What follows belongs to an exercise in optimizing a design on an open flow for small area, a short achievable clock period and few clock cycles; a production flow would make more cautious choices.
RTL that was checked went through simulation tests only; none was proved equivalent to the original.
For run 9, only the layout was checked, not whether the RTL still works.
No driver is modelled on the clock port, so clocking that relies on it looks cheaper here than on a real chip.
Power and IR drop assume default switching activity.

File: design.v
`timescale 1ns/10ps
module LBP ( clk, reset, gray_addr, gray_req, gray_ready, gray_data, lbp_addr, lbp_valid, lbp_data, finish);
input   	clk;
input   	reset;
output  [13:0] 	gray_addr;
output reg         	gray_req;
input   	gray_ready;
input   [7:0] 	gray_data;
output reg  [13:0] 	lbp_addr;
output reg  	lbp_valid;
output  [7:0] 	lbp_data;
output reg  	finish;
parameter K = 6;               
localparam H = K + 2;          
localparam JW = 3;                
reg [6:0] r, x;                
reg [JW-1:0] j;                
reg [7:0] sr [0:H];            
reg xnz;                       
reg xe;                        
reg rz;                        
reg ncz;                       
reg [7:0] lq;                  
reg zq;                        
assign lbp_data = {lq[7:6], lq[5] & !zq, lq[4:0]};
assign gray_addr = {r, x};
wire colend = !ncz;
wire [6:0] r_down = r + 7'd1;
wire [6:0] r_top = r - (H-1);
wire [6:0] r_strip = {r[6:1], 1'b0};
wire [6:0] r_n = !colend ? r_down : xnz ? r_top : r_strip;
wire [6:0] x_dec = x - 7'd1;
wire [6:0] x_n = colend ? x_dec : x;
always @(posedge clk or posedge reset) begin
    if (reset) begin
        r <= 7'd0;
        x <= 7'd0;
        j <= 0;
        ncz <= 1'b0;
        xnz <= 1'b0;
        xe <= 1'b0;
        rz <= 1'b1;
        gray_req <= 1'b0;
        lbp_valid <= 1'b0;
        finish <= 1'b0;
    end else begin
        gray_req <= 1'b1;
        r <= r_n;
        x <= x_n;
        ncz <= colend | (j != 1);
        if (colend) begin
            j <= H-1;
            xnz <= (x != 7'd1);
            xe <= (x == 7'd127) | !xnz;
            rz <= xnz ? (r == H-1) | (r == H) : rz;
        end else begin
            j <= j - 1;
            rz <= (r == 7'd0);
        end
        lbp_valid <= (j <= H-3) | rz;
        finish <= finish | (lbp_valid & (lbp_addr == {7'd126, 7'd1}));
    end
end
wire [7:0] c  = sr[H];
function [1:0] cmp2;
    input [7:0] a, b;
    reg [7:0] g, e;
    reg [3:0] g1, e1;
    reg [1:0] g2, e2;
    integer k;
    begin
        g = a & ~b;
        e = ~(a ^ b);
        for (k = 0; k < 4; k = k + 1) begin
            g1[k] = g[2*k+1] | (e[2*k+1] & g[2*k]);
            e1[k] = e[2*k+1] & e[2*k];
        end
        for (k = 0; k < 2; k = k + 1) begin
            g2[k] = g1[2*k+1] | (e1[2*k+1] & g1[2*k]);
            e2[k] = e1[2*k+1] & e1[2*k];
        end
        cmp2[1] = g2[1] | (e2[1] & g2[0]) | (e2[1] & e2[0]);
        cmp2[0] = ~(g2[1] | (e2[1] & g2[0]));
    end
endfunction
wire [1:0] rdl = cmp2(gray_data, c);
wire [1:0] rlt = cmp2(sr[0], c);
wire [1:0] rul = cmp2(sr[1], c);
wire [1:0] rdn = cmp2(sr[H-1], c);
reg [H:0]   d2;    
reg [H-1:0] d4;    
reg [H-2:0] d7;    
reg         d1;    
wire [7:0] code = {d7[H-2], rdn[1], rdl[1], d4[H-1], rlt[1], d2[H], d1, rul[1]};
wire zero = rz | xe;
integer i;
always @(posedge clk) begin
    sr[0] <= gray_data;
    for (i = 1; i <= H; i = i + 1)
        sr[i] <= sr[i-1];
    d2 <= {d2[H-1:0], rdl[0]};
    d4 <= {d4[H-2:0], rlt[0]};
    d7 <= {d7[H-3:0], rul[0]};
    d1 <= rdn[0];
    lbp_addr <= {r - 7'd1, x + 7'd1};
    lq <= {zero ? 2'b0 : code[7:6], code[5], zero ? 5'b0 : code[4:0]};
    zq <= zero;
end
endmodule
File: flow/run.sh
#!/bin/bash
# Standard layout, with the port buffers given as one buffer cell and the
# clock tree built by flow/clock_tree.tcl in place of TritonCTS's.
# make's output goes to make.log here; ORFS's per-step logs stay in orfs/logs.
set -euo pipefail
export BUFFER_PORTS_ARGS="-buffer_cell sky130_fd_sc_hd__buf_2"
export PRE_CTS_TCL="$PWD/flow/clock_tree.tcl"
export FLOW_TREE_NB=4
export FLOW_TREE_CELL=sky130_fd_sc_hd__clkbuf_16
bash standard.sh > make.log 2>&1
File: flow/clock_tree.tcl
# Run by ORFS's cts.tcl before clock_tree_synthesis (PRE_CTS_TCL).
# Builds a one-level clock tree: the clock port drives FLOW_TREE_NB clock
# buffers, each driving the flip-flops of one group. The groups are made by
# sorting the flip-flops by x into FLOW_TREE_NB/2 columns and splitting each
# column by y into two halves, so every group has about the same size and
# every flip-flop sees the same buffer delay. Each buffer is put at the centre
# of its group; cts.tcl legalizes the placement afterwards. TritonCTS is then
# told to skip these nets, so it adds nothing.
proc my_tree {nb cell} {
  set block [ord::get_db_block]
  set net [$block findNet clk]
  set sinks {}
  foreach it [$net getITerms] {
    set inst [$it getInst]
    if {[[$inst getMaster] isSequential]} {
      set bb [$inst getBBox]
      lappend sinks [list [$inst getName]/[[$it getMTerm] getName] \
        [expr {([$bb xMin] + [$bb xMax]) / 2}] [expr {([$bb yMin] + [$bb yMax]) / 2}]]
    }
  }
  set n [llength $sinks]
  set ncol [expr {$nb / 2}]
  set sx [lsort -integer -index 1 $sinks]
  set groups {}
  for {set c 0} {$c < $ncol} {incr c} {
    set col [lsort -integer -index 2 \
      [lrange $sx [expr {$c * $n / $ncol}] [expr {($c + 1) * $n / $ncol - 1}]]]
    set m [llength $col]
    lappend groups [lrange $col 0 [expr {$m / 2 - 1}]]
    lappend groups [lrange $col [expr {$m / 2}] end]
  }
  set dbu [$block getDbUnitsPerMicron]
  set i 0
  foreach g $groups {
    set pins {}
    set xs 0
    set ys 0
    foreach s $g {
      lappend pins [get_pins [lindex $s 0]]
      set xs [expr {$xs + [lindex $s 1]}]
      set ys [expr {$ys + [lindex $s 2]}]
    }
    set k [llength $g]
    set x [expr {double($xs) / $k / $dbu}]
    set y [expr {double($ys) / $k / $dbu}]
    insert_buffer -buffer_cell $cell -net clk -load_pins $pins -location [list $x $y] \
      -buffer_name clktree_$i -net_name clktree_net_$i
    puts "clock tree: group $i has $k flip-flops, buffer at ($x, $y)"
    incr i
  }
  set skip [list clk]
  foreach inst [$block getInsts] {
    if {[string match clktree_* [$inst getName]]} {
      set onet [[$inst findITerm X] getNet]
      $onet setSigType CLOCK
      lappend skip [$onet getName]
    }
  }
  set_cts_config -skip_nets $skip
  # connect the new buffers' supply pins with the platform's rules (pdn.tcl)
  add_global_connection -net {VDD} -inst_pattern {clktree_.*} -pin_pattern {VPWR} -power
  add_global_connection -net {VDD} -inst_pattern {clktree_.*} -pin_pattern {VPB}
  add_global_connection -net {VSS} -inst_pattern {clktree_.*} -pin_pattern {VGND} -ground
  add_global_connection -net {VSS} -inst_pattern {clktree_.*} -pin_pattern {VNB}
  global_connect
}
my_tree $::env(FLOW_TREE_NB) $::env(FLOW_TREE_CELL)
File: standard.sh
#!/bin/bash
# synth_recipe.tcl (not shown) runs the flow's synth.tcl, then flattens the netlist and writes it again
# the make line also repeats each setting of config.mk as NAME=value (left out here)
make -C /OpenROAD-flow-scripts/flow DESIGN_CONFIG=/design/flow/config.mk WORK_HOME=/design/flow/orfs CLKGATE_MAP_FILE= SYNTH_SCRIPT=/design/flow/synth_recipe.tcl "${@:-finish}"
File: config.mk
export PLATFORM = sky130hd
export DESIGN_NAME = LBP
export DESIGN_NICKNAME = LBP
export VERILOG_FILES = /design/flow/design.v
export SDC_FILE = /design/flow/constraint.sdc
export NUM_CORES = 4
export LEC_CHECK = 0
export CAP_MARGIN = 20
export CORE_MARGIN = 2
export CORE_UTILIZATION = 60
export PLACE_DENSITY = 0.8
export SETUP_SLACK_MARGIN = 2.3
export SLEW_MARGIN = 20
File: constraint.sdc
create_clock -name core_clock -period 4.0 [get_ports {clk}]
set_input_delay 0.8000 -clock core_clock [delete_from_list [all_inputs] [get_ports {clk}]]
set_output_delay 0.8000 -clock core_clock [all_outputs]
set_load 0.01 [all_outputs]
==> results of run 1 <==
-- path summary, 6_finish.rpt --
path,start,end,slack (ps),depth (start not counted)
max,x[3],gray_addr[3],2350,1
max in group asynchronous,reset,x[2],2540,2
max reg2reg,sr[8][5],d1,2490,6
min reg2reg,sr[5][5],sr[6][5],340,0
min in group asynchronous,reset,r[3],830,2
min,sr[5][5],sr[6][5],340,0
-- power by group through the flow --
stage               clock (W)  combinational [W]  sequential [W]
finish               0.000513           0.000119         0.00154
global route         0.000577           0.000136         0.00155
global placement            0           0.000104         0.00157
detailed placement          0           0.000111         0.00157
CTS                  0.000401           0.000121         0.00157
floorplan                   0          0.0000859         0.00156
-- stage by stage --
stage,hold WS (ps),power [W],std cells
detailed placement,312,0.00168,503
floorplan,310,0.00165,370
CTS,312,0.00210,507
finish,338,0.00217,507
global route,340,0.00226,507
global placement,311,0.00167,503
-- area by class of cell, without the clock buffers --
| class | count | area share, % |
|---|---|---|
| Inverter | 18 | 1.34 |
| Tap cell | 99 | 2.46 |
| Timing Repair Buffer | 48 | 5.02 |
| Sequential cell | 144 | 59.8 |
| Multi-Input combinational cell | 194 | 29.4 |
-- cells by family after synthesis --
| kind of cell | after synthesis | synth area share, % |
|---|---|---|
| simple gates | 76 | 8.60 |
| compound gates | 53 | 6.87 |
| buf+inv | 32 | 3.80 |
| mux | 2 | 0.434 |
| fa+ha+maj | 40 | 10.9 |
| flops | 144 | 65.2 |
| other cells | 1 | 0.0814 |
| xor+xnor | 22 | 4.18 |
-- timing repair --
item	in CTS	in global routing
pin swaps	5	0
gates resized for setup	10	6
setup endpoints to repair	2	6
-- sequential cells by signal, summed over array words and instances, names as in the netlist --
| name | count |
|---|---|
| d1 | 1 |
| d2 | 9 |
| d4 | 8 |
| d7 | 7 |
| finish | 1 |
| gray_req | 1 |
| j | 3 |
| lbp_addr | 14 |
| lbp_valid | 1 |
| lq | 8 |
| ncz | 1 |
| r | 7 |
| rz | 1 |
| sr | 72 |
| x | 7 |
| xe | 1 |
| xnz | 1 |
| zq | 1 |
-- worst register-to-register path: cells and delay by family, from the launching register on --
kind,cells,cell delay (ps)
compound gates,3,650
flops,1,330
buf+inv,1,90
fa+ha+maj,1,320
simple gates,1,50
-- layer usage --
layer	up-vias	wire, microns	track usage [%]	part of all wire [%]
met5	-	0	0	0
met1	1209	2920	20.2	45
met4	0	50	1.14	0.77
met3	4	251	1.23	3.9
li1	1312	-	-	-
met2	46	3290	31.1	51
-- cells in the mapped netlist (2+ instances only) --
| cell type | n | area share, % |
|---|---|---|
| a211oi_1 | 3 | 0.49 |
| a21o_1 | 6 | 0.98 |
| a21oi_1 | 15 | 1.6 |
| a31oi_1 | 2 | 0.27 |
| and2_1 | 4 | 0.54 |
| and3_1 | 4 | 0.54 |
| buf_2 | 2 | 0.22 |
| buf_4 | 10 | 1.6 |
| buf_6 | 2 | 0.49 |
| dfrtp_1 | 23 | 12 |
| dfxtp_1 | 120 | 52 |
| ha_1 | 40 | 11 |
| inv_1 | 18 | 1.5 |
| mux2i_1 | 2 | 0.43 |
| nand2_1 | 18 | 1.5 |
| nand2b_1 | 2 | 0.27 |
| nand3_1 | 9 | 0.98 |
| nand4_1 | 3 | 0.41 |
| nand4b_1 | 2 | 0.38 |
| nor2_1 | 19 | 1.5 |
| nor2b_1 | 3 | 0.41 |
| nor3_1 | 6 | 0.65 |
| nor4b_1 | 2 | 0.38 |
| o211ai_1 | 2 | 0.33 |
| o21a_1 | 2 | 0.33 |
| o21ai_0 | 16 | 1.7 |
| o21ai_1 | 2 | 0.22 |
| xnor2_1 | 13 | 2.5 |
| xor2_1 | 9 | 1.7 |
==> results by group, run 1 <==
Clock tree
  – Hold-fix buffers, CTS: 0
  – Clock Latency Late Sink: 180 ps
  – Clock transition at path regs: 120 ps
  – Postcts setup bufs: 0

Detailed routing
  – Via density: 5.07
  – Drt total wl: 6510 microns
  – First drt pass iteration count: 4
  – Detail Route Antenna Nets: 0
  – DRT iter0 DRCs: 68
  – Drt wl/cell: 12.8 microns
  – DR vias: 2571
  – Drc violations: 0

Synthesis
  – Dominant synthesized flop cell: dfxtp_1
  – Yosys reg bits: 144
  – Ys async rst share: 16.7%
  – Post-synthesis area per instance: 12.5 sq um
  – Mapped Area: 4610 sq um
  – Synthesized instance count: 370
  – Sequential element share of the synthesized area: 65.2%
  – Ys Warns: 2
  – Post-synth EDFFs: 0
  – Unique masters post-synth: 40
  – Syn nets: 421

STA
  – Setup TNS: 0 ps
  – Relative slew slack: 37.0%
  – Final Skew: 5.89 ps
  – Tcrit/Tclk final: 41.3%
  – RSZ-0062 raised after global routing: false
  – Slew of the pin with the lowest slew margin: 944 ps
  – Fmax: 605 MHz
  – Fin. Hold Viols: 0
  – Final Setup Violations: 0
  – Fin crit period: 1650 ps
  – Slew Viols, Final: 0
  – Final WS setup: 2350 ps

Placement
  – I/O Buffers: 48
  – Post-placement setup slack: 2190 ps
  – DPL Wire Length: 4950 microns
  – DP Area: 4870 sq um
  – Final weighted congestion in routability-driven placement: 0.775

Power and ir drop
  – Sw Ratio: 19.1%
  – Pwr Density: 431 nW/um^2
  – Clock network power share: 23.6%
  – Reported net switching power: 0.000414 W
  – Max VDD drop: 0.241 mV
  – Combinational power share: 5.5%
  – Seq pwr share: 70.9%
  – LEAKAGE: 2.27 nW
  – Int Pwr: 0.00176 W

Worst setup path
  – Crit path max-delay family: flip-flops
  – Crit start category: flop
  – Slowest Stage Delay on Critical Path: 500 ps
  – CP Max Fanout: 8
  – Arrival time at the worst endpoint: 850 ps
  – Data required time at the worst endpoint: 3200 ps
  – Slowest CP cell: dfrtp_1
  – Crit path capture type: primary output
  – Crit-path cells: buf_2
  – Buf/Inv on CP: 1
  – CP Class: flop to primary output

Final layout
  – Antenna fix cells: 0
  – Layout cells sized above 1: 16.7%
  – Finished Cell Area: 5040 sq um
  – Nets: 461
  – P&R area growth vs syn: 9.26%
  – Fillers: 542
  – FF/Latch Area: 3010 sq um
  – Commonest cells after routing, fill and taps aside: dfxtp_1 (120), buf_2 (46), ha_1 (37)
  – Most common cell after layout, fill and taps aside: dfxtp_1
  – Post-route core utilization: 68.7%
  – Multi-input gate area: 1480 sq um

Global route
  – GRT Total Usage: 16.0%
  – Overflow after GRT: 0
  – First-pass GRT wire length: 11300 microns
  – Pin count of the biggest net entering global routing: 37
  – Antenna violations before repair: 0
  – Vias in the first global route: 2569

Floorplanning
  – Core Area: 7330 sq um
  – Initial Utilization: 62.9%
  – I/O pin count: 50
  – Die width: 91.7 microns
  – Die Footprint: 8400 sq um
  – Site Rows: 31
  – Die H: 91.7 microns

Min path
  – Hold crit path type: flop to flop

Flow run
  – Max-cap violations: 0

Status
  – Status: no timing/DRC/antenna violations
Testbench counts, summed over its fixed seeds: cycles 387,126.
==> inputs of run 2 (changes only) <==
--- a/design.v
+++ b/design.v
@@ -10,3 +10,3 @@
 output reg  	lbp_valid;
-output  [7:0] 	lbp_data;
+output reg  [7:0] 	lbp_data;
 output reg  	finish;
@@ -21,8 +21,4 @@
 reg rz;                        
-reg ncz;                       
-reg [7:0] lq;                  
-reg zq;                        
-assign lbp_data = {lq[7:6], lq[5] & !zq, lq[4:0]};
 assign gray_addr = {r, x};
-wire colend = !ncz;
+wire colend = (j == 0);
 wire [6:0] r_down = r + 7'd1;
@@ -30,5 +26,2 @@
 wire [6:0] r_strip = {r[6:1], 1'b0};
-wire [6:0] r_n = !colend ? r_down : xnz ? r_top : r_strip;
-wire [6:0] x_dec = x - 7'd1;
-wire [6:0] x_n = colend ? x_dec : x;
 always @(posedge clk or posedge reset) begin
@@ -38,3 +31,2 @@
         j <= 0;
-        ncz <= 1'b0;
         xnz <= 1'b0;
@@ -47,9 +39,8 @@
         gray_req <= 1'b1;
-        r <= r_n;
-        x <= x_n;
-        ncz <= colend | (j != 1);
         if (colend) begin
             j <= H-1;
+            x <= x - 7'd1;
             xnz <= (x != 7'd1);
             xe <= (x == 7'd127) | !xnz;
+            r <= xnz ? r_top : r_strip;
             rz <= xnz ? (r == H-1) | (r == H) : rz;
@@ -57,2 +48,3 @@
             j <= j - 1;
+            r <= r_down;
             rz <= (r == 7'd0);
@@ -105,4 +97,3 @@
     lbp_addr <= {r - 7'd1, x + 7'd1};
-    lq <= {zero ? 2'b0 : code[7:6], code[5], zero ? 5'b0 : code[4:0]};
-    zq <= zero;
+    lbp_data <= zero ? 8'd0 : code;
 end
--- a/config.mk
+++ b/config.mk
@@ -7,7 +7,6 @@
 export LEC_CHECK = 0
-export CAP_MARGIN = 20
+export CAP_MARGIN = 0
 export CORE_MARGIN = 2
 export CORE_UTILIZATION = 60
-export PLACE_DENSITY = 0.8
 export SETUP_SLACK_MARGIN = 2.3
-export SLEW_MARGIN = 20
+export SLEW_MARGIN = 0
==> results by group, run 2 <==
Worst setup path
  – Crit-path cells: buf_6, ha_4, a21o_1, a211oi_2, a211oi_1, o21a_1
  – Slowest CP cell: a211oi_2
  – Data required time at the worst endpoint: 4080 ps
  – Crit start category: input pin
  – Arrival time at the worst endpoint: 1760 ps
  – Crit path capture type: flop
  – CP Max Fanout: 2
  – Slowest Stage Delay on Critical Path: 220 ps
  – CP Class: input pin to flop

Synthesis
  – Sequential element share of the synthesized area: 66.6%
  – Most common cell in the synthesized netlist: dfxtp_1
  – Ys async rst share: 16.2%
  – Dominant synthesized flop cell: dfxtp_1
  – Main area contributors after synthesis: dfxtp_1 (54%), dfrtp_1 (12%), ha_1 (11%), xor2_1 (2.2%), xnor2_1 (2.0%)
  – Post-synthesis area per instance: 12.6 sq um
  – Post-synth EDFFs: 0
  – Synthesized instance count: 354
  – Ys Warns: 2
  – Syn nets: 405
  – Mapped Area: 4440 sq um
  – Yosys reg bits: 142
  – Top cell type's share of synthesized area: 53.6%
  – Unique masters post-synth: 38
  – Yosys top cell by area: dfxtp_1
  – Most frequent cells after synthesis: dfxtp_1 (119), ha_1 (40), dfrtp_1 (22)

Floorplanning
  – Initial Utilization: 61.6%
  – Die H: 90.1 microns
  – Die Footprint: 8110 sq um
  – I/O pin count: 50
  – Site Rows: 31
  – Die width: 90.1 microns
  – Core Area: 7210 sq um

Detailed routing
  – DRT iter0 DRCs: 69
  – Drt wl/cell: 12.7 microns
  – Drc violations: 0
  – Via density: 5.02
  – DR vias: 2517
  – First drt pass iteration count: 4
  – Drt total wl: 6370 microns
  – Detail Route Antenna Nets: 0

Power and ir drop
  – Total power: 0.00214 W
  – Max VDD drop: 0.249 mV
  – LEAKAGE: 2.23 nW
  – Pwr Density: 432 nW/um^2

Global route
  – Met2 Use GR: 29.1%
  – Overflow after GRT: 0
  – First-pass GRT wire length: 10900 microns
  – Met3 Usage GRT: 1.59%
  – GRT Total Usage: 15.7%
  – Antenna violations before repair: 0
  – Pin count of the biggest net entering global routing: 37
  – Vias in the first global route: 2451
  – GR Util met1: 20.6%
  – Gr busiest metal: met2

Placement
  – DPL Wire Length: 4740 microns
  – # placed instances: 494
  – I/O Buffers: 48
  – Final weighted congestion in routability-driven placement: 0.719

STA
  – Slew of the pin with the lowest slew margin: 877 ps
  – Fmax: 594 MHz
  – Fin crit period: 1680 ps
  – Tcrit/Tclk final: 42.1%
  – Relative slew slack: 41.5%
  – Final Skew: 15.0 ps
  – RSZ-0062 raised after global routing: true
  – Slew Viols, Final: 0
  – Setup TNS: 0 ps
  – Final Setup Violations: 0
  – Fin. Hold Viols: 0

Final layout
  – Layout cells sized above 1: 19.2%
  – Fillers: 565
  – Final std cells w/o fill: 501
  – Max reg flops: 72
  – P&R area growth vs syn: 11.4%
  – Commonest cells after routing, fill and taps aside: dfxtp_1 (119), buf_2 (47), ha_1 (38)
  – Nets: 455
  – Antenna fix cells: 0
  – Largest reg by FF count: sr
  – FF/Latch Area: 2970 sq um
  – Multi-input gate area: 1420 sq um
  – Most common cell after layout, fill and taps aside: dfxtp_1
  – Largest registers: sr x72, lbp_addr x14, d2 x9

Clock tree
  – Hold-fix buffers, CTS: 0
  – Clock Latency Late Sink: 180 ps
  – Clock transition at path regs: 120 ps

Status
  – Status: no timing/DRC/antenna violations

Flow run
  – Max-cap violations: 0

Min path
  – Hold crit path type: flop to flop
[run 2: changes by cell type in the layout (fill, tap and decap cells not counted), sizes merged, moves of 3 or more]
cell	delta
xnor2	-3
a211oi	+3
a21o	-3
buf	+3
o21ai	-5
nand3	+3
[run 2: final timing paths]
path | cells past startpoint | slack [ps] | startpoint | end
worst max-delay path | 6 | 2320 | gray_data[1] | lbp_data[5]
worst min-delay path | 0 | 320 | d2[5] | d2[6]
worst max register to register | 6 | 2380 | sr[8][1] | lbp_data[0]
worst min register to register | 0 | 320 | d2[5] | d2[6]
max in group asynchronous | 2 | 2620 | reset | x[3]
min in group asynchronous | 2 | 780 | reset | r[5]
[run 2: logic make-up (layout without fill, tap and decap cells)]
kind of cell / after synthesis / count (layout) / share of synthesized area, %
XOR/XNOR: 21 / 21 / 4.14
other: 1 / 1 / 0.0844
flip-flops: 142 / 142 / 66.6
AND/OR/NAND/NOR: 79 / 79 / 8.95
buffers and inverters: 25 / 73 / 2.56
AO/OA/AOI/OAI: 46 / 46 / 6.39
adder cells (fa/ha/maj): 40 / 40 / 11.3
[run 2: per-layer routing]
layer  share of wire, %  wire, microns
met4                1.0             64
met3                3.8            243
met1                 45           2870
met5                  0              0
met2                 50           3200
[run 2: per-stage QoR]
step / cell area, sq um / hold WS, ps / util, % / worst slack, ps
floorplan: 4460 / 310 / - / 2300
finish: 4950 / 325 / 68.6 / 2320
global placement: 4780 / 309 / 66.2 / 2100
CTS: 4900 / 312 / 67.9 / 2110
detailed placement: 4780 / 312 / 66.2 / 2050
global route: 4950 / 335 / 68.6 / 2240
[run 2: worst max-delay path: cells and delay by family]
kind	cells	cell delay (ps)
adder cells (fa/ha/maj)	1	200
AO/OA/AOI/OAI	4	660
buffers and inverters	1	100
[run 2: report_power, final]
part / internal, W / leakage (nW) / switching, W
Combinational: 0.0000449 / 0.920 / 0.0000623
Sequential: 0.00150 / 1.26 / 0.0000212
Clock: 0.000187 / 0.0493 / 0.000325
[run 2: cell type report, without the clock buffers]
class                      count  share of cell area, %
multi-input combinational    187                   28.7
sequential                   142                   60.0
tap                           99                   2.50
inverter                      18                   1.36
timing repair buffer          51                   5.43
[run 2: timing repair]
action	CTS	global route
resized for setup	5	13
setup endpoints to repair	10	18
buffers inserted	0	3
pin swaps	2	0
Testbench counts of run 2, summed over its fixed seeds: cycles 387,126.
==> inputs of run 3 (changes only) <==
--- a/config.mk
+++ b/config.mk
@@ -7,6 +7,7 @@
 export LEC_CHECK = 0
-export CAP_MARGIN = 0
+export CAP_MARGIN = 20
 export CORE_MARGIN = 2
 export CORE_UTILIZATION = 60
+export GPL_ROUTABILITY_DRIVEN = 0
 export SETUP_SLACK_MARGIN = 2.3
-export SLEW_MARGIN = 0
+export SLEW_MARGIN = 20
==> results by group, run 3 <==
Worst setup path
  – RR Endpoint: lbp_data[0]
  – Data required time at the worst endpoint: 4080 ps
  – R2r setup slk: 2380 ps
  – Reg2reg start: sr[8][1]
  – Crit start category: input pin
  – Crit path capture type: flop
  – Arrival time at the worst endpoint: 1760 ps
  – Worst r2r path cells: 6
  – CP Max Fanout: 2
  – CP Class: input pin to flop

STA
  – RSZ-0062 raised after global routing: true
  – Relative slew slack: 41.5%
  – Fin crit period: 1680 ps
  – Final Setup Violations: 0
  – Final Skew: 15.0 ps
  – Fin. Hold Viols: 0
  – Fmax: 594 MHz
  – Worst hold slack: 325 ps
  – Slew Viols, Final: 0
  – Setup TNS: 0 ps
  – Tcrit/Tclk final: 42.1%
  – Slew of the pin with the lowest slew margin: 877 ps

Final layout
  – Max reg flops: 72
  – Nets: 455
  – P&R area growth vs syn: 11.4%
  – Fillers: 565
  – Final std cells w/o fill: 501
  – FF/Latch Area: 2970 sq um
  – Largest registers: sr x72, lbp_addr x14, d2 x9
  – Most common cell after layout, fill and taps aside: dfxtp_1
  – Layout cells sized above 1: 19.2%
  – Largest reg by FF count: sr
  – Antenna fix cells: 0
  – Commonest cells after routing, fill and taps aside: dfxtp_1 (119), buf_2 (47), ha_1 (38)
  – Multi-input gate area: 1420 sq um
  – Finished Cell Area: 4950 sq um

Power and ir drop
  – Max VDD drop: 0.249 mV
  – LEAKAGE: 2.23 nW
  – Pwr Density: 432 nW/um^2

Synthesis
  – Syn nets: 405
  – Ys async rst share: 16.2%
  – Mapped Area: 4440 sq um
  – Sequential element share of the synthesized area: 66.6%
  – Dominant synthesized flop cell: dfxtp_1
  – Post-synthesis area per instance: 12.6 sq um
  – Top cell type's share of synthesized area: 53.6%
  – Ys Warns: 2
  – Post-synth EDFFs: 0
  – Most common cell in the synthesized netlist: dfxtp_1
  – Main area contributors after synthesis: dfxtp_1 (54%), dfrtp_1 (12%), ha_1 (11%), xor2_1 (2.2%), xnor2_1 (2.0%)
  – Yosys top cell by area: dfxtp_1
  – Yosys reg bits: 142
  – Synthesized instance count: 354
  – Unique masters post-synth: 38
  – Most frequent cells after synthesis: dfxtp_1 (119), ha_1 (40), dfrtp_1 (22)

Detailed routing
  – Detail Route Antenna Nets: 0
  – Drc violations: 0
  – First drt pass iteration count: 4
  – Via density: 5.02
  – DRT iter0 DRCs: 69
  – Drt wl/cell: 12.7 microns
  – DR vias: 2517
  – Drt total wl: 6370 microns

Placement
  – DP Area: 4780 sq um
  – # placed instances: 494
  – DPL Wire Length: 4740 microns
  – I/O Buffers: 48

Global route
  – Pin count of the biggest net entering global routing: 37
  – Vias in the first global route: 2451
  – Gr busiest metal: met2
  – Met3 Usage GRT: 1.59%
  – GRT Total Usage: 15.7%
  – Antenna violations before repair: 0
  – Met2 Use GR: 29.1%
  – Overflow after GRT: 0
  – GR Util met1: 20.6%
  – First-pass GRT wire length: 10900 microns

Min path
  – Hold crit path type: flop to flop
  – Min-delay src: d2[5]
  – Cells on Worst Hold Path: 0
  – Hold path endpoint: d2[6]

Floorplanning
  – I/O pin count: 50
  – Core Area: 7210 sq um
  – Die Footprint: 8110 sq um
  – Die width: 90.1 microns
  – Die H: 90.1 microns
  – Initial Utilization: 61.6%
  – Site Rows: 31

Status
  – Status: no timing/DRC/antenna violations

Clock tree
  – Hold-fix buffers, CTS: 0
  – Clock Latency Late Sink: 180 ps
  – Clock transition at path regs: 120 ps

Flow run
  – Max-cap violations: 0
==> run 3: metrics by stage <==
stage	util [%]	setup slack, ps	total power [W]
3_5_place_dp	66.2	2050	0.00166
2_1_floorplan	-	2300	0.00161
4_1_cts	67.9	2110	0.00206
6_report	68.6	2320	0.00214
3_3_place_gp	66.2	2100	0.00165
5_1_grt	68.6	2240	0.00223
==> run 3: what timing repair did <==
item,in CTS,in global routing
setup endpoints to repair,10,18
resized for setup,5,13
pin swaps,2,0
setup buffers,0,3
==> run 3: report_power, final <==
group / switching (W) / internal, W
logic: 0.0000623 / 0.0000449
registers: 0.0000212 / 0.00150
clock network: 0.000325 / 0.000187
==> run 3: cell type report, without the clock buffers <==
class | instances | area share, %
tap | 99 | 2.50
sequential | 142 | 60.0
timing repair buffer | 51 | 5.43
inverter | 18 | 1.36
multi-input combinational | 187 | 28.7
==> run 3: layer usage <==
metal / vias up / part of all wire [%]
li1: 1290 / -
met1: 1172 / 45
met2: 51 / 50
met3: 4 / 3.8
met4: 0 / 1.0
met5: - / 0
==> run 3: kinds of logic (layout without fill, tap and decap cells) <==
group	count (synthesis)	after routing	share of synthesized area, %
xor gates and xnor gates	21	21	4.14
DFF	142	142	66.6
and+or+nand+nor	79	79	8.95
adders and majority gates	40	40	11.3
other	1	1	0.0844
buffers and inverters	25	73	2.56
AOI/OAI and AO/OA	46	46	6.39
==> run 3: worst max path at each step <==
stage	slack [ps]	startpoint	end	cells after the start
after floorplan	2300	gray_data[1]	lbp_data[5]	5
after global placement	2100	j[0]	x[4]	6
after detailed placement	2050	j[0]	r[6]	6
after CTS	2110	gray_data[1]	lbp_data[5]	6
after global routing	2240	gray_data[0]	lbp_data[5]	6
final	2320	gray_data[1]	lbp_data[5]	6
==> run 3: critical path, stage by stage <==
cell      delay (ps)
buf_6            100
ha_4             200
a21o_1           160
a211oi_2         220
a211oi_1         110
o21a_1           170
==> inputs of run 4 (changes only) <==
--- a/config.mk
+++ b/config.mk
@@ -10,3 +10,2 @@
 export CORE_UTILIZATION = 60
-export GPL_ROUTABILITY_DRIVEN = 0
 export SETUP_SLACK_MARGIN = 2.3
==> results by group, run 4 <==
Worst setup path
  – Crit path capture type: flop
  – CP Max Fanout: 2
  – Crit start category: input pin
  – RR Endpoint: lbp_data[0]
  – CP Class: input pin to flop
  – Critical Path End: lbp_data[5]
  – Crit path from: gray_data[1]
  – R2r setup slk: 2380 ps
  – Worst r2r path cells: 6
  – Reg2reg start: sr[8][1]
  – Data required time at the worst endpoint: 4080 ps
  – Arrival time at the worst endpoint: 1760 ps

Final layout
  – P&R area growth vs syn: 11.4%
  – Layout cells sized above 1: 19.2%
  – Nets: 455
  – Most common cell after layout, fill and taps aside: dfxtp_1
  – Max reg flops: 72
  – Largest registers: sr x72, lbp_addr x14, d2 x9
  – Largest reg by FF count: sr
  – Commonest cells after routing, fill and taps aside: dfxtp_1 (119), buf_2 (47), ha_1 (38)
  – Post-route core utilization: 68.6%
  – Antenna fix cells: 0

Flow run
  – Max-cap violations: 0

STA
  – Final Skew: 15.0 ps
  – Slew of the pin with the lowest slew margin: 877 ps
  – Final WS setup: 2320 ps
  – Slew Viols, Final: 0
  – Fin crit period: 1680 ps
  – Tcrit/Tclk final: 42.1%
  – Final Setup Violations: 0
  – Setup TNS: 0 ps
  – Fmax: 594 MHz
  – Fin. Hold Viols: 0
  – RSZ-0062 raised after global routing: true
  – Relative slew slack: 41.5%

Synthesis
  – Ys Warns: 2
  – Ys async rst share: 16.2%
  – Dominant synthesized flop cell: dfxtp_1
  – Unique masters post-synth: 38
  – Post-synth EDFFs: 0
  – Sequential element share of the synthesized area: 66.6%
  – Synthesized instance count: 354
  – Mapped Area: 4440 sq um
  – Main area contributors after synthesis: dfxtp_1 (54%), dfrtp_1 (12%), ha_1 (11%), xor2_1 (2.2%), xnor2_1 (2.0%)
  – Syn nets: 405
  – Top cell type's share of synthesized area: 53.6%
  – Yosys top cell by area: dfxtp_1
  – Most frequent cells after synthesis: dfxtp_1 (119), ha_1 (40), dfrtp_1 (22)
  – Post-synthesis area per instance: 12.6 sq um
  – Yosys reg bits: 142
  – Most common cell in the synthesized netlist: dfxtp_1

Global route
  – Overflow after GRT: 0
  – Pin count of the biggest net entering global routing: 37
  – GRT Total Usage: 15.7%
  – First-pass GRT wire length: 10900 microns
  – Antenna violations before repair: 0
  – Vias in the first global route: 2451

Min path
  – Min-delay src: d2[5]
  – Hold crit path type: flop to flop

Floorplanning
  – I/O pin count: 50
  – Die Footprint: 8110 sq um
  – Core Area: 7210 sq um
  – Die H: 90.1 microns
  – Initial Utilization: 61.6%
  – Site Rows: 31
  – Die width: 90.1 microns

Power and ir drop
  – LEAKAGE: 2.23 nW
  – Max VDD drop: 0.249 mV
  – Pwr Density: 432 nW/um^2

Detailed routing
  – DRT iter0 DRCs: 69
  – Drt total wl: 6370 microns
  – DR vias: 2517
  – Drc violations: 0
  – Detail Route Antenna Nets: 0
  – Drt wl/cell: 12.7 microns
  – First drt pass iteration count: 4
  – Via density: 5.02

Placement
  – DPL Wire Length: 4740 microns
  – Final weighted congestion in routability-driven placement: 0.719
  – Post-placement setup slack: 2050 ps
  – I/O Buffers: 48

Clock tree
  – Clock Latency Late Sink: 180 ps
  – Clock transition at path regs: 120 ps
  – Hold-fix buffers, CTS: 0

Status
  – Status: no timing/DRC/antenna violations
-- run 4: cell counts after synthesis --
No cell type changed its count.
-- run 4: metal layers --
layer / vias up / share of wire (%) / global-route usage (%)
li1: 1290 / - / -
met1: 1172 / 45 / 20.6
met2: 51 / 50 / 29.1
met3: 4 / 3.8 / 1.59
met4: 0 / 1.0 / 1.41
met5: - / 0 / 0
-- run 4: cell families (layout without fill, tap and decap cells) --
family                   count (synthesis)  count (layout)  synth area share, %
AO/OA/AOI/OAI                           46              46                 6.39
XOR/XNOR                                21              21                 4.14
adder cells (fa/ha/maj)                 40              40                 11.3
buffers and inverters                   25              73                 2.56
flip-flops                             142             142                 66.6
other                                    1               1               0.0844
AND/OR/NAND/NOR                         79              79                 8.95
-- run 4: final cells by class, without the clock buffers --
class | count | area [sq um]
multi-input cells | 187 | 1420
well taps | 99 | 124
inverters | 18 | 67.6
repair buffers | 51 | 269
fillers | 565 | 2260
flip-flops and latches | 142 | 2970
-- run 4: worst max-delay path: stages --
cell	delay [ps]
buf_6	100
ha_4	200
a21o_1	160
a211oi_2	220
a211oi_1	110
o21a_1	170
-- run 4: worst min-delay path by stage --
stage                    end  slack (ps)  depth (start not counted)
CTS                    d4[4]         310                          0
global route        sr[5][3]         340                          0
detailed placement     d4[4]         310                          0
finish                 d2[6]         320                          0
global placement       d2[3]         310                          0
floorplan              d2[1]         310                          0
-- run 4: power by group --
part	switching, W	leakage (nW)	total (W)	internal [W]
clock network	0.000325	0.0493	0.000512	0.000187
registers	0.0000212	1.26	0.00152	0.00150
logic	0.0000623	0.920	0.000107	0.0000449
-- run 4: timing repair --
action	in CTS	in global routing
resized for setup	5	13
pin swaps	2	0
setup buffers	0	3
setup endpoints to repair	10	18
-- run 4: metrics by stage --
step           std cells  power [W]  hold slack (ps)  instance area [sq um]
2_1_floorplan        354    0.00161              310                   4460
3_3_place_gp         494    0.00165              309                   4780
3_5_place_dp         494    0.00166              312                   4780
4_1_cts              498    0.00206              312                   4900
5_1_grt              501    0.00223              335                   4950
6_report             501    0.00214              325                   4950
==> inputs of run 5 (changes only) <==
--- a/config.mk
+++ b/config.mk
@@ -9,3 +9,4 @@
 export CORE_MARGIN = 2
-export CORE_UTILIZATION = 60
+export CORE_UTILIZATION = 50
+export PLACE_DENSITY = 0.9
 export SETUP_SLACK_MARGIN = 2.3
==> results by group, run 5 <==
Status
  – Status: no timing/DRC/antenna violations

Floorplanning
  – Core Area: 8680 sq um
  – Die H: 98.3 microns
  – Die width: 98.3 microns
  – Initial Utilization: 51.2%
  – Site Rows: 34
  – Die Footprint: 9660 sq um
  – I/O pin count: 50

STA
  – Final WS setup: 2310 ps
  – Fmax: 591 MHz
  – Final Setup Violations: 0
  – Final Skew: 8.08 ps
  – Fin crit period: 1690 ps
  – Setup TNS: 0 ps
  – Tcrit/Tclk final: 42.3%
  – Fin. Hold Viols: 0
  – Relative slew slack: 40.7%
  – RSZ-0062 raised after global routing: true
  – Slew Viols, Final: 0
  – Slew of the pin with the lowest slew margin: 889 ps

Final layout
  – Finished Cell Area: 4960 sq um
  – Most common cell after layout, fill and taps aside: dfxtp_1
  – Layout cells sized above 1: 18.9%
  – Nets: 456
  – P&R area growth vs syn: 11.7%
  – Commonest cells after routing, fill and taps aside: dfxtp_1 (119), buf_2 (47), ha_1 (38)
  – Max reg flops: 72
  – Largest registers: sr x72, lbp_addr x14, d2 x9
  – Largest reg by FF count: sr
  – Post-route core utilization: 57.2%
  – Antenna fix cells: 0

Global route
  – Met3 Usage GRT: 1.50%
  – First-pass GRT wire length: 11100 microns
  – Vias in the first global route: 2475
  – Pin count of the biggest net entering global routing: 37
  – GR Util met1: 17.9%
  – GRT Total Usage: 13.4%
  – Overflow after GRT: 0
  – Met2 Use GR: 24.6%
  – Gr busiest metal: met2
  – Antenna violations before repair: 0

Detailed routing
  – Via density: 5.02
  – Detail Route Antenna Nets: 0
  – DRT iter0 DRCs: 99
  – First drt pass iteration count: 4
  – Drt total wl: 6620 microns
  – DR vias: 2566
  – Drc violations: 0
  – Drt wl/cell: 12.9 microns

Synthesis
  – Synthesized instance count: 354
  – Sequential element share of the synthesized area: 66.6%
  – Top cell type's share of synthesized area: 53.6%
  – Post-synthesis area per instance: 12.6 sq um
  – Yosys top cell by area: dfxtp_1
  – Ys async rst share: 16.2%
  – Main area contributors after synthesis: dfxtp_1 (54%), dfrtp_1 (12%), ha_1 (11%), xor2_1 (2.2%), xnor2_1 (2.0%)
  – Post-synth EDFFs: 0
  – Unique masters post-synth: 38
  – Most frequent cells after synthesis: dfxtp_1 (119), ha_1 (40), dfrtp_1 (22)
  – Ys Warns: 2
  – Mapped Area: 4440 sq um
  – Syn nets: 405
  – Yosys reg bits: 142
  – Dominant synthesized flop cell: dfxtp_1
  – Most common cell in the synthesized netlist: dfxtp_1

Worst setup path
  – Reg2reg start: sr[8][1]
  – CP Max Fanout: 2
  – Crit path capture type: flop
  – CP Class: input pin to flop
  – Worst r2r path cells: 6
  – RR Endpoint: lbp_data[0]
  – Crit start category: input pin
  – Crit path from: gray_data[1]
  – Data required time at the worst endpoint: 4080 ps
  – Arrival time at the worst endpoint: 1770 ps
  – R2r setup slk: 2380 ps
  – Critical Path End: lbp_data[5]

Placement
  – DPL Wire Length: 5020 microns
  – I/O Buffers: 48
  – DP Area: 4790 sq um
  – Post-placement setup slack: 2080 ps
  – Final weighted congestion in routability-driven placement: 0.806

Clock tree
  – Hold-fix buffers, CTS: 0
  – Clock Latency Late Sink: 180 ps
  – Clock transition at path regs: 120 ps

Min path
  – Hold crit path type: flop to flop
  – Min-delay src: sr[5][4]

Power and ir drop
  – Max VDD drop: 0.226 mV
  – Pwr Density: 431 nW/um^2
  – LEAKAGE: 2.23 nW

Flow run
  – Max-cap violations: 0
run 5: report_power, final:
group	leakage, nW	total [W]	switching (W)	internal, W
Sequential	1.26	0.00152	0.0000222	0.00150
Combinational	0.923	0.000110	0.0000634	0.0000463
Clock	0.0493	0.000511	0.000323	0.000187
run 5: per-layer routing:
layer	part of all wire [%]	vias to the layer above
met5	0	-
met4	0.77	0
met3	4.8	5
met2	50	54
met1	45	1225
li1	-	1282
run 5: critical path, stage by stage:
cell	delay, ps
buf_6	100
ha_4	200
a21o_1	160
a211oi_2	220
a211oi_1	110
o21a_1	180
run 5: how the worst min path moves through the flow:
stage                     cells past startpoint        to
after floorplan                               0     d2[1]
after global placement                        0  sr[3][1]
after detailed placement                      0     d4[4]
after CTS                                     0     d4[4]
after global routing                          0  sr[6][4]
final                                         0  sr[6][4]
run 5: repair_timing:
item,4_1_cts,5_1_grt
buffers inserted,1,3
pin swaps,2,0
endpoints found under the setup margin,9,16
gates resized for setup,3,12
run 5: metrics by stage:
step,hold WS [ps],total power [W],cells
final,335,0.00214,511
after global routing,345,0.00223,511
after CTS,312,0.00206,508
after detailed placement,312,0.00166,503
after global placement,310,0.00165,503
after floorplan,310,0.00161,354
run 5: kinds of logic after synthesis:
| logic type | Yosys count | synth area share, % |
|---|---|---|
| xor gates and xnor gates | 21 | 4.14 |
| DFF | 142 | 66.6 |
| adders and majority gates | 40 | 11.3 |
| buffers and inverters | 25 | 2.56 |
| AOI/OAI and AO/OA | 46 | 6.39 |
| and+or+nand+nor | 79 | 8.95 |
| other | 1 | 0.0844 |
run 5: layout make-up, without the clock buffers:
type | instances | area [sq um]
fill | 709 | 3720
sequential | 142 | 2970
multi-input combinational | 187 | 1420
timing repair buffer | 52 | 277
tap | 108 | 135
inverter | 18 | 67.6
==> inputs of run 6 (changes only) <==
--- a/config.mk
+++ b/config.mk
@@ -9,5 +9,5 @@
 export CORE_MARGIN = 2
-export CORE_UTILIZATION = 50
-export PLACE_DENSITY = 0.9
-export SETUP_SLACK_MARGIN = 2.3
+export CORE_UTILIZATION = 60
+export PLACE_DENSITY = 0.8
+export SETUP_SLACK_MARGIN = 2.35
 export SLEW_MARGIN = 20
==> results by group, run 6 <==
Power and ir drop
  – Pwr Density: 425 nW/um^2
  – Reported net switching power: 0.000409 W
  – Int Pwr: 0.00173 W
  – Clock network power share: 24.0%
  – Max VDD drop: 0.258 mV
  – Seq pwr share: 70.9%
  – Sw Ratio: 19.1%
  – Combinational power share: 5.1%
  – LEAKAGE: 2.26 nW
  – Total power: 0.00214 W

STA
  – Slew of the pin with the lowest slew margin: 867 ps
  – Fin. Hold Viols: 0
  – Tcrit/Tclk final: 41.6%
  – RSZ-0062 raised after global routing: true
  – Slew Viols, Final: 0
  – Fin crit period: 1660 ps
  – Setup TNS: 0 ps
  – Final Skew: 10.5 ps
  – Fmax: 601 MHz
  – Relative slew slack: 42.1%
  – Final Setup Violations: 0

Final layout
  – Finished Cell Area: 5040 sq um
  – Nets: 464
  – P&R area growth vs syn: 13.3%
  – Multi-input gate area: 1440 sq um
  – Commonest cells after routing, fill and taps aside: dfxtp_1 (119), buf_2 (47), ha_1 (38)
  – Most common cell after layout, fill and taps aside: dfxtp_1
  – Max reg flops: 72
  – Layout cells sized above 1: 22.4%
  – Antenna fix cells: 0
  – Largest registers: sr x72, lbp_addr x14, d2 x9
  – Final std cells w/o fill: 510
  – FF/Latch Area: 2970 sq um
  – Fillers: 505
  – Largest reg by FF count: sr

Synthesis
  – Ys async rst share: 16.2%
  – Yosys top cell by area: dfxtp_1
  – Most common cell in the synthesized netlist: dfxtp_1
  – Syn nets: 405
  – Post-synth EDFFs: 0
  – Mapped Area: 4440 sq um
  – Post-synthesis area per instance: 12.6 sq um
  – Unique masters post-synth: 38
  – Synthesized instance count: 354
  – Ys Warns: 2
  – Most frequent cells after synthesis: dfxtp_1 (119), ha_1 (40), dfrtp_1 (22)
  – Sequential element share of the synthesized area: 66.6%
  – Main area contributors after synthesis: dfxtp_1 (54%), dfrtp_1 (12%), ha_1 (11%), xor2_1 (2.2%), xnor2_1 (2.0%)
  – Dominant synthesized flop cell: dfxtp_1
  – Yosys reg bits: 142
  – Top cell type's share of synthesized area: 53.6%

Worst setup path
  – Critical Path End: lbp_data[5]
  – Reg2reg start: j[0]
  – Arrival time at the worst endpoint: 1750 ps
  – CP Class: input pin to flop
  – Crit path capture type: flop
  – Crit path from: gray_data[1]
  – R2r setup slk: 2460 ps
  – Crit start category: input pin
  – RR Endpoint: x[4]
  – CP Max Fanout: 2
  – Worst r2r path cells: 7
  – Data required time at the worst endpoint: 4080 ps

Floorplanning
  – Die width: 90.1 microns
  – Core Area: 7210 sq um
  – I/O pin count: 50
  – Site Rows: 31
  – Die H: 90.1 microns
  – Initial Utilization: 61.6%
  – Die Footprint: 8110 sq um

Clock tree
  – Clock Latency Late Sink: 180 ps
  – Clock transition at path regs: 120 ps
  – Hold-fix buffers, CTS: 0

Detailed routing
  – Detail Route Antenna Nets: 0
  – Drt total wl: 6360 microns
  – Via density: 5.01
  – Drt wl/cell: 12.5 microns
  – DRT iter0 DRCs: 67
  – DR vias: 2554
  – Drc violations: 0
  – First drt pass iteration count: 4

Placement
  – I/O Buffers: 48
  – Final weighted congestion in routability-driven placement: 0.729
  – DPL Wire Length: 4490 microns
  – # placed instances: 494
  – DP Area: 4780 sq um

Global route
  – Overflow after GRT: 0
  – GRT Total Usage: 15.1%
  – Vias in the first global route: 2352
  – Antenna violations before repair: 0
  – First-pass GRT wire length: 10500 microns
  – Pin count of the biggest net entering global routing: 37

Min path
  – Hold crit path type: flop to flop

Status
  – Status: no timing/DRC/antenna violations

Flow run
  – Max-cap violations: 0
[run 6: cell counts after synthesis]
No cell type changed its count.
[run 6: worst min-delay path by stage]
stage	from	end	slack, ps	cells after the start
global placement	d7[4]	d7[5]	310	0
finish	d2[0]	d2[1]	340	0
CTS	d7[5]	d7[6]	310	0
floorplan	d2[0]	d2[1]	310	0
global route	sr[3][1]	sr[4][1]	340	0
detailed placement	d7[5]	d7[6]	310	0
[run 6: through the flow]
step	setup WS (ps)	hold slack (ps)	util, %
final	2340	335	69.8
after global routing	2270	344	69.8
after CTS	2130	312	68.1
after detailed placement	2080	312	66.2
after global placement	2120	310	66.2
after floorplan	2300	310	-
[run 6: routing by layer]
layer	routed length, microns	GRT usage, %
met1	2860	20.1
met4	113	1.67
met2	3120	27.8
met3	261	1.42
met5	0	0
[run 6: worst max-delay path, stage by stage]
cell	delay, ps
buf_6	100
ha_4	200
a21o_1	160
a211oi_2	220
a211oi_1	100
o21a_1	170
[run 6: final cells by class, without the clock buffers]
| cell class | count | area share [%] |
|---|---|---|
| timing repair buffer | 60 | 6.68 |
| sequential | 142 | 59.0 |
| multi-input combinational | 187 | 28.5 |
| tap | 99 | 2.46 |
| inverter | 18 | 1.34 |
[run 6: timing repair]
action,in CTS,in global routing
buffers inserted,1,11
endpoints found under the setup margin,11,24
endpoints found under the hold margin,0,0
gates resized for setup,6,18
pin swaps,0,2
[run 6: cell families (layout without fill, tap and decap cells)]
kind of cell,after synthesis,in the layout,share of synthesized area [%]
flip-flops,142,142,66.6
AND/OR/NAND/NOR,79,79,8.95
AO/OA/AOI/OAI,46,46,6.39
adder cells (fa/ha/maj),40,40,11.3
buffers and inverters,25,82,2.56
XOR/XNOR,21,21,4.14
other,1,1,0.0844
[run 6: power by group through the flow]
stage	Clock (W)	Combinational, W	Sequential [W]
after global placement	0	0.000100	0.00155
after detailed placement	0	0.000105	0.00155
final	0.000513	0.000109	0.00152
after CTS	0.000398	0.000108	0.00155
after global routing	0.000576	0.000125	0.00153
after floorplan	0	0.0000634	0.00155
==> inputs of run 7 (changes only) <==
--- a/config.mk
+++ b/config.mk
@@ -11,3 +11,4 @@
 export PLACE_DENSITY = 0.8
-export SETUP_SLACK_MARGIN = 2.35
+export SETUP_SLACK_MARGIN = 2.3
 export SLEW_MARGIN = 20
+export TNS_END_PERCENT = 0
==> results by group, run 7 <==
Floorplanning
  – Die width: 90.1 microns
  – Die Footprint: 8110 sq um
  – I/O pin count: 50
  – Core Area: 7210 sq um
  – Initial Utilization: 61.6%
  – Site Rows: 31
  – Die H: 90.1 microns

Synthesis
  – Unique masters post-synth: 38
  – Main area contributors after synthesis: dfxtp_1 (54%), dfrtp_1 (12%), ha_1 (11%), xor2_1 (2.2%), xnor2_1 (2.0%)
  – Ys async rst share: 16.2%
  – Yosys top cell by area: dfxtp_1
  – Largest family of logic cells by synthesized area: adder cells
  – Most frequent cells after synthesis: dfxtp_1 (119), ha_1 (40), dfrtp_1 (22)
  – Mapped Area: 4440 sq um
  – Syn nets: 405
  – Post-synth EDFFs: 0
  – Yosys reg bits: 142
  – Dominant synthesized flop cell: dfxtp_1
  – Mux cell area share after synthesis: 0%
  – Synthesized-area fraction occupied by ao, oa, aoi and oai cells: 6.39%
  – Adder-cell area share of the yosys netlist: 11.3%
  – Post-synthesis area per instance: 12.6 sq um
  – Most common cell in the synthesized netlist: dfxtp_1
  – Synthesized instance count: 354
  – Xor and xnor area share after synthesis: 4.14%
  – Ys Warns: 2
  – Top cell type's share of synthesized area: 53.6%
  – Synth Area in Simple Gates: 8.96%
  – Sequential element share of the synthesized area: 66.6%

STA
  – Slew of the pin with the lowest slew margin: 871 ps
  – Tcrit/Tclk final: 43.2%
  – Fin. Hold Viols: 0
  – Final Setup Violations: 0
  – Final Skew: 13.1 ps
  – Slew Viols, Final: 0
  – Relative slew slack: 41.8%
  – Setup TNS: 0 ps
  – Fin crit period: 1730 ps
  – RSZ-0062 raised after global routing: true
  – Worst hold slack: 331 ps
  – Fmax: 579 MHz

Global route
  – Pin count of the biggest net entering global routing: 37
  – First-pass GRT wire length: 10400 microns
  – Antenna violations before repair: 0
  – Overflow after GRT: 0
  – Vias in the first global route: 2344
  – GRT Total Usage: 15.0%

Worst setup path
  – CP Class: flop to primary output
  – Slowest Stage Delay on Critical Path: 550 ps
  – Crit path capture type: primary output
  – Crit path max-delay family: flip-flops
  – Buf/Inv on CP: 1
  – Data required time at the worst endpoint: 3200 ps
  – Crit start category: flop
  – Arrival time at the worst endpoint: 930 ps
  – Crit-path cells: buf_2
  – CP Max Fanout: 10
  – Slowest CP cell: dfrtp_1

Flow run
  – Max-cap violations: 0

Power and ir drop
  – Pwr Density: 436 nW/um^2
  – Max VDD drop: 0.258 mV
  – LEAKAGE: 2.22 nW

Final layout
  – Fillers: 532
  – Max reg flops: 72
  – Post-route core utilization: 67.9%
  – Layout cells sized above 1: 16.0%
  – Commonest cells after routing, fill and taps aside: dfxtp_1 (119), buf_2 (48), ha_1 (39)
  – Antenna fix cells: 0
  – Largest registers: sr x72, lbp_addr x14, d2 x9
  – Nets: 452
  – Most common cell after layout, fill and taps aside: dfxtp_1
  – Largest reg by FF count: sr
  – P&R area growth vs syn: 10.3%

Status
  – Status: no timing/DRC/antenna violations

Detailed routing
  – Via density: 5.01
  – Drt wl/cell: 12.2 microns
  – Drt total wl: 6070 microns
  – DR vias: 2497
  – Detail Route Antenna Nets: 0
  – Drc violations: 0
  – DRT iter0 DRCs: 71
  – First drt pass iteration count: 4

Clock tree
  – Clock Latency Late Sink: 180 ps
  – Post-CTS sizing: 1
  – Clock transition at path regs: 120 ps
  – Hold-fix buffers, CTS: 0
  – Postcts setup bufs: 0

Min path
  – Hold crit path type: flop to flop

Placement
  – DPL Wire Length: 4490 microns
  – Final weighted congestion in routability-driven placement: 0.729
  – I/O Buffers: 48
run 7: metrics by stage:
step                instance area (sq um)  setup slack (ps)  total power [W]  std cells
global placement                     4780              2120          0.00165        494
floorplan                            4460              2300          0.00161        354
finish                               4900              2270          0.00214        498
detailed placement                   4780              2080          0.00166        494
CTS                                  4880              2100          0.00206        498
global route                         4900              2180          0.00223        498
run 7: where the power goes:
| part | switching (W) | total, W | internal [W] |
|---|---|---|---|
| Clock | 0.000326 | 0.000513 | 0.000187 |
| Sequential | 0.0000209 | 0.00152 | 0.00150 |
| Combinational | 0.0000602 | 0.000104 | 0.0000439 |
run 7: final cells by class, without the clock buffers:
class | count | area [sq um] | share of cell area [%]
repair buffers | 48 | 240 | 4.90
flip-flops and latches | 142 | 2960 | 60.4
well taps | 99 | 124 | 2.53
inverters | 18 | 67.6 | 1.38
multi-input cells | 187 | 1410 | 28.7
run 7: logic make-up after synthesis:
kind of cell / after synthesis
other: 1
and+or+nand+nor: 79
xor gates and xnor gates: 21
adders and majority gates: 40
DFF: 142
buffers and inverters: 25
AOI/OAI and AO/OA: 46
run 7: final timing paths:
| kind | from | end | slack (ps) | cells after the start |
|---|---|---|---|---|
| setup reg to reg | j[0] | r[6] | 2330 | 6 |
| setup / recovery | r[2] | gray_addr[9] | 2270 | 1 |
| max in group asynchronous | reset | r[3] | 2620 | 2 |
| min in group asynchronous | reset | lbp_valid | 790 | 2 |
| hold reg to reg | d2[0] | d2[1] | 330 | 0 |
| hold / removal | d2[0] | d2[1] | 330 | 0 |
run 7: per-layer routing:
| layer | vias to the layer above | GRT usage [%] | wire [microns] |
|---|---|---|---|
| met4 | 0 | 1.67 | 78 |
| li1 | 1279 | - | - |
| met3 | 6 | 1.42 | 265 |
| met1 | 1162 | 20.1 | 2760 |
| met2 | 50 | 27.5 | 2960 |
| met5 | - | 0 | 0 |
==> inputs of run 8 (changes only) <==
--- a/config.mk
+++ b/config.mk
@@ -13,2 +13 @@
 export SLEW_MARGIN = 20
-export TNS_END_PERCENT = 0
==> results by group, run 8 <==
Worst setup path
  – Crit-path cells: buf_6, ha_4, a21o_1, a211oi_2, a211oi_1, o21a_1
  – R2r setup slk: 2420 ps
  – Slowest Stage Delay on Critical Path: 220 ps
  – CP Class: input pin to flop
  – Arrival time at the worst endpoint: 1750 ps
  – Crit start category: input pin
  – Crit path capture type: flop
  – Crit path max-delay family: compound AO/OA/AOI/OAI gates
  – Data required time at the worst endpoint: 4080 ps
  – RR Endpoint: r[6]
  – CP Max Fanout: 2
  – Worst r2r path cells: 6
  – Reg2reg start: j[1]
  – Slowest CP cell: a211oi_2
  – Buf/Inv on CP: 1

Detailed routing
  – First drt pass iteration count: 4
  – DRT iter0 DRCs: 76
  – Via density: 5.05
  – DR vias: 2534
  – Detail Route Antenna Nets: 0
  – Drc violations: 0
  – Drt total wl: 6250 microns
  – Drt wl/cell: 12.4 microns

Min path
  – Hold crit path type: flop to flop
  – Hold path endpoint: d2[1]
  – Cells on Worst Hold Path: 0
  – Min-delay src: d2[0]

Final layout
  – Most common cell after layout, fill and taps aside: dfxtp_1
  – Finished Cell Area: 4960 sq um
  – Antenna fix cells: 0
  – Largest reg by FF count: sr
  – P&R area growth vs syn: 11.5%
  – Nets: 456
  – Largest registers: sr x72, lbp_addr x14, d2 x9
  – Max reg flops: 72
  – Commonest cells after routing, fill and taps aside: dfxtp_1 (119), buf_2 (47), ha_1 (38)
  – Layout cells sized above 1: 19.1%

Synthesis
  – Yosys top cell by area: dfxtp_1
  – Dominant synthesized flop cell: dfxtp_1
  – Synthesized instance count: 354
  – Post-synth EDFFs: 0
  – Post-synthesis area per instance: 12.6 sq um
  – Yosys reg bits: 142
  – Sequential element share of the synthesized area: 66.6%
  – Ys Warns: 2
  – Xor and xnor area share after synthesis: 4.14%
  – Ys async rst share: 16.2%
  – Adder-cell area share of the yosys netlist: 11.3%
  – Synth Area in Simple Gates: 8.96%
  – Syn nets: 405
  – Main area contributors after synthesis: dfxtp_1 (54%), dfrtp_1 (12%), ha_1 (11%), xor2_1 (2.2%), xnor2_1 (2.0%)
  – Mapped Area: 4440 sq um
  – Mux cell area share after synthesis: 0%
  – Unique masters post-synth: 38
  – Largest family of logic cells by synthesized area: adder cells
  – Most frequent cells after synthesis: dfxtp_1 (119), ha_1 (40), dfrtp_1 (22)
  – Synthesized-area fraction occupied by ao, oa, aoi and oai cells: 6.39%
  – Most common cell in the synthesized netlist: dfxtp_1
  – Top cell type's share of synthesized area: 53.6%

Power and ir drop
  – Max VDD drop: 0.256 mV
  – LEAKAGE: 2.23 nW
  – Total power: 0.00214 W
  – Pwr Density: 432 nW/um^2

STA
  – Setup TNS: 0 ps
  – Fin crit period: 1660 ps
  – Slew of the pin with the lowest slew margin: 873 ps
  – Final Setup Violations: 0
  – Fin. Hold Viols: 0
  – RSZ-0062 raised after global routing: true
  – Final Skew: 11.1 ps
  – Fmax: 601 MHz
  – Slew Viols, Final: 0
  – Relative slew slack: 41.7%
  – Tcrit/Tclk final: 41.6%

Placement
  – I/O Buffers: 48
  – DP Area: 4780 sq um
  – DPL Wire Length: 4490 microns
  – Final weighted congestion in routability-driven placement: 0.729

Global route
  – Overflow after GRT: 0
  – GRT Total Usage: 15.1%
  – First-pass GRT wire length: 10500 microns
  – Vias in the first global route: 2355
  – Antenna violations before repair: 0
  – Pin count of the biggest net entering global routing: 37

Status
  – Status: no timing/DRC/antenna violations

Flow run
  – Max-cap violations: 0

Floorplanning
  – Core Area: 7210 sq um
  – Die width: 90.1 microns
  – Site Rows: 31
  – Die Footprint: 8110 sq um
  – I/O pin count: 50
  – Initial Utilization: 61.6%
  – Die H: 90.1 microns

Clock tree
  – Clock transition at path regs: 120 ps
  – Hold-fix buffers, CTS: 0
  – Clock Latency Late Sink: 180 ps
==> run 8: final cells by class, without the clock buffers <==
type | instances | area (sq um)
flip-flops and latches | 142 | 2970
fillers | 526 | 2260
multi-input cells | 187 | 1420
repair buffers | 52 | 277
well taps | 99 | 124
inverters | 18 | 67.6
==> run 8: worst max path at each step <==
stage	start	end	slack, ps	cells after the start
after floorplan	gray_data[1]	lbp_data[5]	2300	5
after global placement	gray_data[1]	lbp_data[5]	2120	6
after detailed placement	j[0]	r[6]	2080	6
after CTS	gray_data[1]	lbp_data[5]	2130	6
after global routing	gray_data[7]	lbp_data[5]	2270	5
final	gray_data[1]	lbp_data[5]	2340	6
==> run 8: through the flow <==
stage	util, %	setup WS, ps	hold slack [ps]	std cells
finish	68.7	2340	336	502
detailed placement	66.2	2080	312	494
CTS	68.0	2130	312	499
global placement	66.2	2120	310	494
floorplan	-	2300	310	354
global route	68.7	2270	344	502
==> run 8: power breakdown <==
group / internal (W) / switching, W
clock: 0.000188 / 0.000327
sequential: 0.00150 / 0.0000210
combinational: 0.0000459 / 0.0000616
total: 0.00173 / 0.000410
==> run 8: routing by layer <==
layer  part of all wire [%]  global-route usage, %
met1                     46                   20.1
met2                     49                   27.8
met4                    1.3                   1.67
met3                    4.1                   1.42
met5                      0                      0
==> run 8: repair_timing <==
| action | in CTS | in global routing |
|---|---|---|
| gates resized for setup | 4 | 12 |
| buffers inserted | 1 | 3 |
| setup endpoints to repair | 10 | 17 |
| hold endpoints to repair | 0 | 0 |
==> run 8: cell families (layout without fill, tap and decap cells) <==
family,Yosys count,after routing
AO/OA/AOI/OAI,46,46
XOR/XNOR,21,21
adder cells (fa/ha/maj),40,40
buffers and inverters,25,74
flip-flops,142,142
other,1,1
AND/OR/NAND/NOR,79,79
==> run 8: worst reg2reg max path, stage by stage, from the launching register on <==
cell and delay (ps):
dfrtp_1 400, inv_1 110, ha_2 220, nor2b_4 250, nand4b_1 150, o22ai_1 220, xor2_1 170
==> inputs of run 9 (changes only) <==
--- a/design.v
+++ b/design.v
@@ -10,3 +10,3 @@
 output reg  	lbp_valid;
-output reg  [7:0] 	lbp_data;
+output  [7:0] 	lbp_data;
 output reg  	finish;
@@ -21,2 +21,5 @@
 reg rz;                        
+reg [7:0] lq;                  
+reg zq;                        
+assign lbp_data = {lq[7:6], lq[5] & !zq, lq[4:0]};
 assign gray_addr = {r, x};
@@ -97,3 +100,4 @@
     lbp_addr <= {r - 7'd1, x + 7'd1};
-    lbp_data <= zero ? 8'd0 : code;
+    lq <= {zero ? 2'b0 : code[7:6], code[5], zero ? 5'b0 : code[4:0]};
+    zq <= zero;
 end
==> results by group, run 9 <==
Status
  – Status: no timing/DRC/antenna violations

Clock tree
  – Clock transition at path regs: 120 ps
  – Hold-fix buffers, CTS: 0
  – Clock Latency Late Sink: 180 ps

Synthesis
  – Yosys top cell by area: dfxtp_1
  – Post-synth EDFFs: 0
  – Yosys reg bits: 143
  – Top cell type's share of synthesized area: 52.4%
  – Syn nets: 420
  – Mapped Area: 4580 sq um
  – Synthesized instance count: 369
  – Most common cell in the synthesized netlist: dfxtp_1
  – Most frequent cells after synthesis: dfxtp_1 (120), ha_1 (40), dfrtp_1 (22)
  – Sequential element share of the synthesized area: 65.0%
  – Main area contributors after synthesis: dfxtp_1 (52%), dfrtp_1 (12%), ha_1 (11%), xnor2_1 (2.1%), o21ai_0 (2.0%)
  – Ys async rst share: 16.1%
  – Ys Warns: 2
  – Dominant synthesized flop cell: dfxtp_1
  – Post-synthesis area per instance: 12.4 sq um
  – Unique masters post-synth: 47

Power and ir drop
  – Seq pwr share: 70.9%
  – Combinational power share: 5.6%
  – Clock network power share: 23.5%
  – Max VDD drop: 0.257 mV
  – Sw Ratio: 18.9%
  – LEAKAGE: 2.27 nW
  – Int Pwr: 0.00175 W
  – Pwr Density: 424 nW/um^2
  – Reported net switching power: 0.000407 W

Detailed routing
  – Detail Route Antenna Nets: 0
  – Via density: 5.12
  – First drt pass iteration count: 4
  – Drt total wl: 6530 microns
  – DR vias: 2612
  – Drc violations: 0
  – Drt wl/cell: 12.8 microns
  – DRT iter0 DRCs: 89

Worst setup path
  – Crit-path cells: buf_2
  – CP Max Fanout: 10
  – Slowest Stage Delay on Critical Path: 510 ps
  – Buf/Inv on CP: 1
  – Crit path capture type: primary output
  – Arrival time at the worst endpoint: 860 ps
  – Data required time at the worst endpoint: 3200 ps
  – Crit start category: flop
  – Crit path max-delay family: flip-flops
  – Slowest CP cell: dfrtp_2
  – CP Class: flop to primary output

STA
  – RSZ-0062 raised after global routing: true
  – Worst hold slack: 330 ps
  – Final Setup Violations: 0
  – Fin crit period: 1660 ps
  – Relative slew slack: 40.8%
  – Setup TNS: 0 ps
  – Slew of the pin with the lowest slew margin: 887 ps
  – Fin. Hold Viols: 0
  – Tcrit/Tclk final: 41.4%
  – Slew Viols, Final: 0
  – Final Skew: 13.5 ps
  – Final WS setup: 2340 ps
  – Fmax: 603 MHz

Placement
  – I/O Buffers: 48
  – # placed instances: 503
  – DPL Wire Length: 4750 microns
  – Final weighted congestion in routability-driven placement: 0.813
  – Post-placement setup slack: 2090 ps

Global route
  – Met3 Usage GRT: 1.41%
  – Met2 Use GR: 28.8%
  – GRT Total Usage: 15.7%
  – Vias in the first global route: 2590
  – First-pass GRT wire length: 11100 microns
  – Pin count of the biggest net entering global routing: 37
  – Antenna violations before repair: 0
  – Overflow after GRT: 0
  – Gr busiest metal: met2
  – GR Util met1: 20.9%

Final layout
  – Final std cells w/o fill: 510
  – Antenna fix cells: 0
  – FF/Latch Area: 2990 sq um
  – Commonest cells after routing, fill and taps aside: dfxtp_1 (120), buf_2 (47), ha_1 (36)
  – Multi-input gate area: 1530 sq um
  – Largest registers: sr x72, lbp_addr x14, d2 x9
  – Most common cell after layout, fill and taps aside: dfxtp_1
  – Post-route core utilization: 69.4%
  – Largest reg by FF count: sr
  – P&R area growth vs syn: 11.0%
  – Max reg flops: 72
  – Fillers: 535
  – Nets: 464
  – Layout cells sized above 1: 20.7%

Floorplanning
  – Die Footprint: 8350 sq um
  – Core Area: 7330 sq um
  – Die H: 91.4 microns
  – Site Rows: 31
  – Initial Utilization: 62.5%
  – Die width: 91.4 microns
  – I/O pin count: 50

Min path
  – Hold crit path type: flop to flop

Flow run
  – Max-cap violations: 0
## run 9: changes by cell type in the layout (fill, tap and decap cells not counted), sizes merged, moves of 2 or more
cell	change
o21ai	+5
nand3	-4
a211oi	-3
a21o	+3
nor3	-3
a41oi	+2
and3	+2
inv	+2
or3	+2
## run 9: final cells by class, without the clock buffers
type / instances / area share, %
sequential: 143 / 58.8
tap: 99 / 2.44
multi-input combinational: 193 / 30.1
inverter: 20 / 1.48
timing repair buffer: 51 / 5.29
## run 9: timing repair
| item | in CTS | in global routing |
|---|---|---|
| resized for setup | 15 | 9 |
| pin swaps | 7 | 0 |
| endpoints found under the hold margin | 0 | 0 |
| endpoints found under the setup margin | 4 | 13 |
| setup buffers | 0 | 3 |
## run 9: logic make-up (layout without fill, tap and decap cells)
group                      after synthesis  count (layout)  synth area share (%)
other                                    1               1                0.0818
adders and majority gates               40              40                  10.9
DFF                                    143             143                  65.0
AOI/OAI and AO/OA                       55              55                  7.15
xor gates and xnor gates                21              21                  4.01
buffers and inverters                   33              75                  3.55
and+or+nand+nor                         76              76                  9.26
## run 9: worst paths after layout
kind                           from       endpoint  slack (ps)  depth (start not counted)
setup / recovery               r[3]  gray_addr[10]        2340                          1
hold / removal             sr[6][3]       sr[7][3]         330                          0
setup reg to reg           sr[8][5]             d1        2460                          6
hold reg to reg            sr[6][3]       sr[7][3]         330                          0
max in group asynchronous     reset           r[4]        2600                          2
min in group asynchronous     reset           x[4]         790                          2
## run 9: layer usage
layer  part of all wire (%)  vias to the layer above  routed length (microns)
met5                      0                        -                        0
li1                       -                     1321                        -
met4                    1.3                        0                       85
met1                     45                     1235                     2920
met2                     50                       48                     3270
met3                    3.9                        8                      255
## run 9: through the flow
stage / total power, W / area [sq um]
5_1_grt: 0.00224 / 5080
3_3_place_gp: 0.00166 / 4860
4_1_cts: 0.00209 / 5050
2_1_floorplan: 0.00164 / 4580
6_report: 0.00216 / 5080
3_5_place_dp: 0.00167 / 4860
## run 9: power groups by stage
stage / Sequential (W) / Combinational [W] / Clock, W
global placement: 0.00156 / 0.000104 / 0
CTS: 0.00156 / 0.000123 / 0.000400
global route: 0.00154 / 0.000139 / 0.000567
floorplan: 0.00155 / 0.0000858 / 0
detailed placement: 0.00156 / 0.000110 / 0
finish: 0.00153 / 0.000121 / 0.000506

Re-timed with assumed drivers on the ports (clkbuf_16 on the clock, buf_2 on other inputs), run 9 has 2.267 ns of setup slack against 2.343 ns with ideal ports, and 2.280 ns once port delays also move by the mid clock arrival of 0.249 ns.
